What follows belongs to an exercise in optimizing a design on an open flow for small area and a short achievable clock period; a production flow would make more cautious choices. Where RTL was checked, it was by simulation tests only, not by an equivalence proof against the original. Power and IR-drop figures of this design are not reliable: the tool's default activity estimate is inflated in some of its runs.

==> inputs of run R <==
Design top, start of the top module:
module top(
    input logic clock, reset,
    input logic [9:0] inp,
    output logic [9:0] out
);
==> flow/config.mk <==
export PLATFORM = sky130hd
export DESIGN_NAME = top
export DESIGN_NICKNAME = top
export VERILOG_FILES = /design/flow/design.v
export SDC_FILE = /design/flow/constraint.sdc
export NUM_CORES = 4
export LEC_CHECK = 0
export CAP_MARGIN = 20
export CORE_MARGIN = 2
export CORE_UTILIZATION = 40
export SLEW_MARGIN = 20
==> flow/constraint.sdc <==
create_clock -name core_clock -period 8.0 [get_ports {clock}]
set_input_delay 1.6000 -clock core_clock [delete_from_list [all_inputs] [get_ports {clock}]]
set_output_delay 1.6000 -clock core_clock [all_outputs]
set_load 0.01 [all_outputs]
run.sh (not shown) runs the stock make flow with config.mk's settings and CLKGATE_MAP_FILE= SYNTH_SCRIPT=/design/flow/synth_recipe.tcl, a recipe that flattens the netlist after the stock synthesis.
==> run K (differences from run R) <==
Settings changed: SETUP_SLACK_MARGIN set to 4.0.
==> qor summary <==
Launching element of the worst setup path: run R in1.num1[10]; run K in1.num1[7]
Final wirelength: run R 34.8 mm; run K 39.3 mm
Area taken by multi-input logic gates: run R 9080 sq um; run K 9980 sq um
Clock-pin slew on the worst setup and hold paths: run R 0.07 ns; run K 0.06 ns
Routed wire length on met2: run R 16.1 mm; run K 18.3 mm
Net total in the final layout: run R 1,645; run K 1,776
Count of clock buffers in the final design: run R 9; run K 10
Initial DRC count: run R 1,180; run K 1,169
Run status: run R finished clean; run K finished clean
Flop+latch power: run R 1.24 mW; run K 1.11 mW
Critical path data arrival time: run R 6.61 ns; run K 5.24 ns
Cell leakage power: run R 5.69 nW; run K 6.45 nW
Cell Pwr Density: run R 1400 nW/um^2; run K 1710 nW/um^2
Number of vias per cell after detailed routing: run R 5.77; run K 5.84
Combinational group power: run R 15.9 mW; run K 23.7 mW

* * *

==> 03-01: inputs <==
top, a different RTL version from the one above (not shown whole).
clock: 8.0 ns
lec_check: 0
cap_margin: 20
core_margin: 2
core_utilization: 40
setup_slack_margin: 3.75
slew_margin: 20
synth_hierarchical: 1
synth_minimum_keep_size: 0
==> 11-24 (differences from 03-01) <==
- SETUP_SLACK_MARGIN: 3.75 -> 3.5
==> 12-19 (differences from 03-01) <==
- SETUP_SLACK_MARGIN: 3.75 -> 4.25
==> 08-15 (differences from 03-01) <==
- SETUP_SLACK_MARGIN: 3.75 -> 4.0
==> qor summary <==
Sw Pwr: 12-19 6.452 mW; 11-24 5.895 mW; 03-01 5.984 mW; 08-15 6.201 mW
Clk pin slew, worst setup/hold paths: 12-19 70 ps; 11-24 70 ps; 03-01 80 ps; 08-15 80 ps
Vias: 12-19 11.00k; 11-24 10.62k; 03-01 10.86k; 08-15 10.88k
Multi-input gate share of total cell area: 12-19 72.66%; 11-24 73.70%; 03-01 72.62%; 08-15 73.05%
GRT Overall Usage: 12-19 21.40%; 11-24 20.49%; 03-01 20.52%; 08-15 20.88%
Cell Pwr Density: 12-19 808.8 nW/µm²; 11-24 783.6 nW/µm²; 03-01 784.1 nW/µm²; 08-15 792.8 nW/µm²
Setup Slack @ Placement: 12-19 3452 ps; 11-24 3178 ps; 03-01 3178 ps; 08-15 3178 ps
Hold Crit Start: 12-19 out1.count; 11-24 in1.count; 03-01 in1.count; 08-15 out1.count
Top achievable clock speed: 12-19 262.6 MHz; 11-24 232.3 MHz; 03-01 242.2 MHz; 08-15 255.2 MHz
Non-clock buffer area fraction after layout: 12-19 5.145%; 11-24 2.408%; 03-01 3.787%; 08-15 4.099%
Worst-case clock skew: 12-19 6.812 ps; 11-24 13.28 ps; 03-01 11.94 ps; 08-15 12.86 ps
Final routed wirelength across all metal layers: 12-19 38040 µm; 11-24 35390 µm; 03-01 36160 µm; 08-15 36650 µm
Internal power contribution: 12-19 6.176 mW; 11-24 5.345 mW; 03-01 5.492 mW; 08-15 5.803 mW
Number of fill cells in the layout: 12-19 3172; 11-24 3281; 03-01 3261; 08-15 3210
Power share of the clock group: 12-19 3.6%; 11-24 4.2%; 03-01 4.1%; 08-15 3.9%
Number of clock buffers in the layout: 12-19 9; 11-24 11; 03-01 11; 08-15 11
Outcome: 12-19 complete, no violations; 11-24 complete, no violations; 03-01 complete, no violations; 08-15 complete, no violations
Reg2Reg Launch Point: 12-19 in1.num2[1]; 11-24 in1.num2[3]; 03-01 in1.num1[7]; 08-15 in1.num1[1]
Min-Delay Endpoint: 12-19 out1.byte_q[5]; 11-24 in1.count; 03-01 in1.count; 08-15 out1.valid
Leakage power: 12-19 7.360 nW; 11-24 6.904 nW; 03-01 7.042 nW; 08-15 7.149 nW
Clock network area share: 12-19 1.947%; 11-24 2.259%; 03-01 2.214%; 08-15 2.140%
Met3 routed WL: 12-19 1574 µm; 11-24 1423 µm; 03-01 1582 µm; 08-15 1338 µm
Worst R2R End: 12-19 sum[14]; 11-24 sum[14]; 03-01 sum[14]; 08-15 sum[9]
No functional check of the RTL was part of any run of this note.

==> port drivers added, routing unchanged <==
No port has a modelled driver above. Below, the same layouts with a new extraction and two added sets of constraints. Step 1 sets driving cells, clkbuf_16 on the clock port and buf_2 on the other inputs (assumed; they add their load-dependent delay and slew). Step 2 also shifts input and output timing later by t, the mid clock arrival at the registers, as if the neighbouring blocks saw the same clock. a / b / c = ideal / step 1 / step 2; a / b = the first two.
run	t, ns	setup slack, ns	worst data-port slew with drivers (ns)	cell pins on the clock port's net
run R	0.402	1.674 / 1.674 / 1.674	0.03	1
run K	0.400	2.980 / 2.980 / 2.980	0.04	1
03-01	0.397	3.872 / 3.872 / 3.644	0.04	1
11-24	0.395	3.695 / 3.695 / 3.645	0.04	1
12-19	0.396	4.192 / 4.192 / 4.174	0.03	1
08-15	0.399	4.081 / 4.081 / 3.708	0.04	1
After both steps every run listed still meets setup and hold. The setup slack of 08-15, which loses most, moves by 0.000 ns with the drivers and by -0.373 ns with both steps.
